What follows belongs to an exercise in optimizing a design on an open flow for small area and a short achievable clock period; a production flow would make more cautious choices. Function was checked by simulation only, so behaviour that the tests miss may differ from the original. Power is estimated from default activity; no workload was simulated.

// thinpad_cpu
module thinpad_cpu(
    input wire clk,
    input wire rst,
    output wire uart_rdn,
    output wire uart_wrn,
    input wire uart_dataready,
    input wire uart_tbre,
    input wire uart_tsre,
    input  wire[31:0] base_ram_data_i,
    output wire[31:0] base_ram_data_o,
    output wire base_ram_data_oe,
    output wire[19:0] base_ram_addr,
    output wire[3:0] base_ram_be_n,
    output wire base_ram_ce_n,
    output wire base_ram_oe_n,
    output wire base_ram_we_n,
    input  wire[31:0] ext_ram_data_i,
    output wire[31:0] ext_ram_data_o,
    output wire ext_ram_data_oe,
    output wire[19:0] ext_ram_addr,
    output wire[3:0] ext_ram_be_n,
    output wire ext_ram_ce_n,
    output wire ext_ram_oe_n,
    output wire ext_ram_we_n
);
    genvar g;
    reg [31:0] PC;
    reg [31:0] ID_Instruction;
    reg [31:0] ID_PC_4;             
    reg        EX_MemRead, EX_MemWrite, EX_rw, EX_isBr, LastFlush;
    reg        EX_beq, EX_ismovn, EX_fwdALU, EX_op0;
    reg        EX_sADD, EX_sub, EX_sAND, EX_sOR, EX_sXOR, EX_sSL, EX_sSR, EX_sMOV, EX_fill;
    reg [1:0]  EX_m2r;
    reg [4:0]  EX_Rw;
  ...
export LEC_CHECK = 0
export CAP_MARGIN = 20
export CORE_MARGIN = 2
export CORE_UTILIZATION = 30
export PLACE_DENSITY = 0.5
export SLEW_MARGIN = 20
create_clock -name core_clock -period 11.0 [get_ports {clk}]
standard.sh (not shown) runs the stock make flow with config.mk's settings and CLKGATE_MAP_FILE= SYNTH_SCRIPT=/design/flow/synth_recipe.tcl, a recipe that flattens the netlist after the stock synthesis.
==> flow/flow/run.sh <==
#!/bin/bash
set -euo pipefail
bash standard.sh SETUP_SLACK_MARGIN=6.1 \
  "BUFFER_PORTS_ARGS=-buffer_cell sky130_fd_sc_hd__buf_2" \
  "CTS_ARGS=-sink_clustering_enable -repair_clock_nets -dont_use_dummy_load -sink_clustering_size 28 -sink_clustering_max_diameter 80 -buf_list sky130_fd_sc_hd__clkbuf_16" \
  finish > standard_flow.log 2>&1
Rerun with:
--- a/flow/config.mk
+++ b/flow/config.mk
@@ -7,3 +7,3 @@
 export LEC_CHECK = 0
-export CAP_MARGIN = 20
+export CAP_MARGIN = 5
 export CORE_MARGIN = 2
@@ -11,2 +11,2 @@
 export PLACE_DENSITY = 0.5
-export SLEW_MARGIN = 20
+export SLEW_MARGIN = 5
Design area barely changes; power stays flat; worst hold slack gets worse by 0.0070 ns; clock-buffer cell count is higher by 2; final cell count stays flat; non-clock buffer count decreases by 5.
Rerun with:
==> flow/flow/run.sh (replaced) <==
#!/bin/bash
set -euo pipefail
bash standard.sh SETUP_SLACK_MARGIN=6.4 \
  "BUFFER_PORTS_ARGS=-buffer_cell sky130_fd_sc_hd__buf_2" \
  "CTS_ARGS=-sink_clustering_enable -repair_clock_nets -dont_use_dummy_load -sink_clustering_size 20 -sink_clustering_max_diameter 60 -buf_list sky130_fd_sc_hd__clkbuf_16" \
  finish > standard_flow.log 2>&1
--- a/flow/config.mk
+++ b/flow/config.mk
@@ -7,3 +7,3 @@
 export LEC_CHECK = 0
-export CAP_MARGIN = 5
+export CAP_MARGIN = 20
 export CORE_MARGIN = 2
@@ -11,2 +11,2 @@
 export PLACE_DENSITY = 0.5
-export SLEW_MARGIN = 5
+export SLEW_MARGIN = 20
=> The changed run completed with no timing, DRC or antenna violations; core utilization came out higher by 0.96 points; sequential share of layout area came out lower by 1.4 points; via count came out higher by 1.9%; setup slack improved by 0.010 ns; non-clock buffer count came out higher by 52; first-iteration DRC count came out higher by 3.5%; final area came out higher by 2.8%; synthesized area stays the same; flip-flop and latch count does not change; count of clock-buffer cells in the layout came out higher by 37.

========
== the baseline ==
thinpad_cpu, a different RTL version from the one above (not shown whole).
For scale: ~6400 cells after synthesis, ~1400 flip-flops, about 190 I/O pins, ~70000 um^2 of cells after synthesis.
Settings: LEC_CHECK=0, CAP_MARGIN=20, CORE_MARGIN=2, CORE_UTILIZATION=30, PLACE_DENSITY=0.5, SETUP_SLACK_MARGIN=5, SLEW_MARGIN=20; clock period 11.0 ns.
run.sh (not shown) runs the stock make flow with config.mk's settings and CLKGATE_MAP_FILE= SYNTH_SCRIPT=/design/flow/synth_recipe.tcl, a recipe that flattens the netlist after the stock synthesis.
Stock flow here: none of the scripts above is used.
The baseline completed end to end with timing, DRC and antenna clean.
Inputs modified between the baseline and the candidate:
# the baseline
export LEC_CHECK = 0
export CAP_MARGIN = 20
export CORE_MARGIN = 2
export CORE_UTILIZATION = 30
export PLACE_DENSITY = 0.5
export SETUP_SLACK_MARGIN = 5
export SLEW_MARGIN = 20
create_clock -name core_clock -period 11.0 [get_ports {clk}]
# the candidate
export LEC_CHECK = 0
export CAP_MARGIN = 20
export CORE_MARGIN = 2
export CORE_UTILIZATION = 30
export PLACE_DENSITY = 0.5
export SLEW_MARGIN = 20
create_clock -name core_clock -period 11.0 [get_ports {clk}]
Findings:
- The baseline → the candidate: power of the combinational group held steady; highest cell delay on the worst timing path shrank by 40 ps; post-route fraction of the period consumed by the critical path grew by 8.2 points.
- Any difference in total non-filler cell area in the finished layout between the baseline and the candidate is small enough to ignore.
- Across the baseline and the candidate, the outcome is the same: a clean finish for every run.

========
## job 101
RTL: one of the versions met above, not the one the previous note started from.
Size: about 6300 cells after synthesis, roughly 190 I/O pins, ~0.070 mm^2 of cells after synthesis.
Design thinpad_cpu, start of the top module:
module thinpad_cpu(
    input wire clk,
    input wire rst,
    output wire uart_rdn,
    output wire uart_wrn,
    input wire uart_dataready,
    input wire uart_tbre,
    input wire uart_tsre,
    input  wire[31:0] base_ram_data_i,
    output wire[31:0] base_ram_data_o,
    output wire base_ram_data_oe,
    output wire[19:0] base_ram_addr,
    output wire[3:0] base_ram_be_n,
    output wire base_ram_ce_n,
    output wire base_ram_oe_n,
    output wire base_ram_we_n,
    input  wire[31:0] ext_ram_data_i,
    output wire[31:0] ext_ram_data_o,
    output wire ext_ram_data_oe,
    output wire[19:0] ext_ram_addr,
    output wire[3:0] ext_ram_be_n,
    output wire ext_ram_ce_n,
    output wire ext_ram_oe_n,
    output wire ext_ram_we_n
);
==> flow/config.mk <==
export PLATFORM = sky130hd
export DESIGN_NAME = thinpad_cpu
export DESIGN_NICKNAME = thinpad_cpu
export VERILOG_FILES = /design/flow/design.v
export SDC_FILE = /design/flow/constraint.sdc
export NUM_CORES = 4
export LEC_CHECK = 0
export CAP_MARGIN = 20
export CORE_MARGIN = 2
export CORE_UTILIZATION = 30
export PLACE_DENSITY = 0.5
export SLEW_MARGIN = 20
==> flow/constraint.sdc <==
create_clock -name core_clock -period 11.0 [get_ports {clk}]
set_input_delay 2.2000 -clock core_clock [delete_from_list [all_inputs] [get_ports {clk}]]
set_output_delay 2.2000 -clock core_clock [all_outputs]
set_load 0.01 [all_outputs]
standard.sh (not shown) runs the stock make flow with config.mk's settings and CLKGATE_MAP_FILE= SYNTH_SCRIPT=/design/flow/synth_recipe.tcl, a recipe that flattens the netlist after the stock synthesis.
==> flow/flow/run.sh <==
#!/bin/bash
set -euo pipefail
bash standard.sh SETUP_SLACK_MARGIN=6.2 \
  "BUFFER_PORTS_ARGS=-buffer_cell sky130_fd_sc_hd__buf_2" \
  "CTS_ARGS=-sink_clustering_enable -repair_clock_nets -dont_use_dummy_load -sink_clustering_size 20 -sink_clustering_max_diameter 60 -buf_list sky130_fd_sc_hd__clkbuf_16" \
  finish > standard_flow.log 2>&1
Job 101 completed end to end with timing, DRC and antenna clean.
diff inputs: job 101 => job 102
--- a/flow/flow/run.sh
+++ b/flow/flow/run.sh
@@ -3 +3 @@
-bash standard.sh SETUP_SLACK_MARGIN=6.2 \
+bash standard.sh SETUP_SLACK_MARGIN=6.1 \
[summary]
First-iteration DRC count for job 102 is lower than for job 101.
Between job 102 and job 101, the difference in global-route usage is negligible.
Signal arrival time at the worst endpoint in job 102 is 2.76 ns above job 101.
Summary of job 102 over job 101: proportion of cell area occupied by multi-input gates went down 0.15 points, maximum number of pins on one net before global-route repair went down 7, hold slack went up 0.0091 ns, relative area change from synthesis to final layout went down 0.49 points.
Between job 102 and job 101, the post-place setup slack is higher for job 102.
Job 101 → job 102: number of clock buffers in the layout lower; power dissipated in combinational cells barely changed; max capacitance violation total flat.
Relative to job 102, the following input files were edited for job 103:
==> flow/flow/run.sh <==
#!/bin/bash
set -euo pipefail
bash standard.sh SETUP_SLACK_MARGIN=6.4 \
  "BUFFER_PORTS_ARGS=-buffer_cell sky130_fd_sc_hd__buf_2" \
  finish > standard_flow.log 2>&1
### Flow results
- Looking at count of plain and timing-repair buffers, job 103 sits above job 102.
- Number of global-route vias before repair was lower in job 102 than in job 103.
- Job 102 → job 103: total area of sequential cells comparable; worst setup slack up 0.058 ns; routed metal-1 wirelength increased by 3700 um relative to the old numbers.
- In job 103 the maximum level of the CTS H-tree turned out 1 higher than in job 102.

re-timing with driven ports:
The flow's constraints put no driver on any port. The routed layouts listed below were extracted and timed again, unchanged, in two steps.
Step 1 sets driving cells, clkbuf_16 on the clock port and buf_2 on the other inputs (assumed; they add their load-dependent delay and slew).
Step 2, shift: input delay + t, output delay - t, t = (earliest + latest rising clock arrival at the registers) / 2. This alone moves slack from input paths to output paths.
Slacks: no drivers / after step 1 / after step 2; pairs: no drivers / after step 1.
run	t (ns)	slack for setup (ns)	hold slack, ns	worst register clock-pin slew, ns	cell pins on the clock port's net
the first run of note 1	0.826	5.926 / 5.926 / 5.279	0.336 / 0.336 / 0.336	0.12 / 0.12	1
the second run of note 1	0.830	5.938 / 5.934 / 5.309	0.329 / 0.329 / 0.329	0.12 / 0.12	1
the third run of note 1	0.860	5.948 / 5.923 / 5.343	0.323 / 0.323 / 0.323	0.09 / 0.09	1
the baseline	0.915	5.062 / 4.967 / 4.852	0.330 / 0.330 / 0.330	0.07 / 0.07	1
the candidate	0.899	4.158 / 4.066 / 4.515	0.326 / 0.326 / 0.326	0.09 / 0.09	1
job 101	0.880	5.889 / 5.823 / 5.339	0.326 / 0.326 / 0.326	0.09 / 0.09	1
job 102	0.869	5.939 / 5.928 / 5.313	0.335 / 0.335 / 0.335	0.09 / 0.09	1
job 103	0.920	5.997 / 5.946 / 5.388	0.331 / 0.331 / 0.331	0.08 / 0.08	1
After both steps every run listed still meets setup and hold. For the first run of note 1, which loses most, drivers alone change the setup slack by 0.000 ns; drivers and shift together by -0.647 ns.
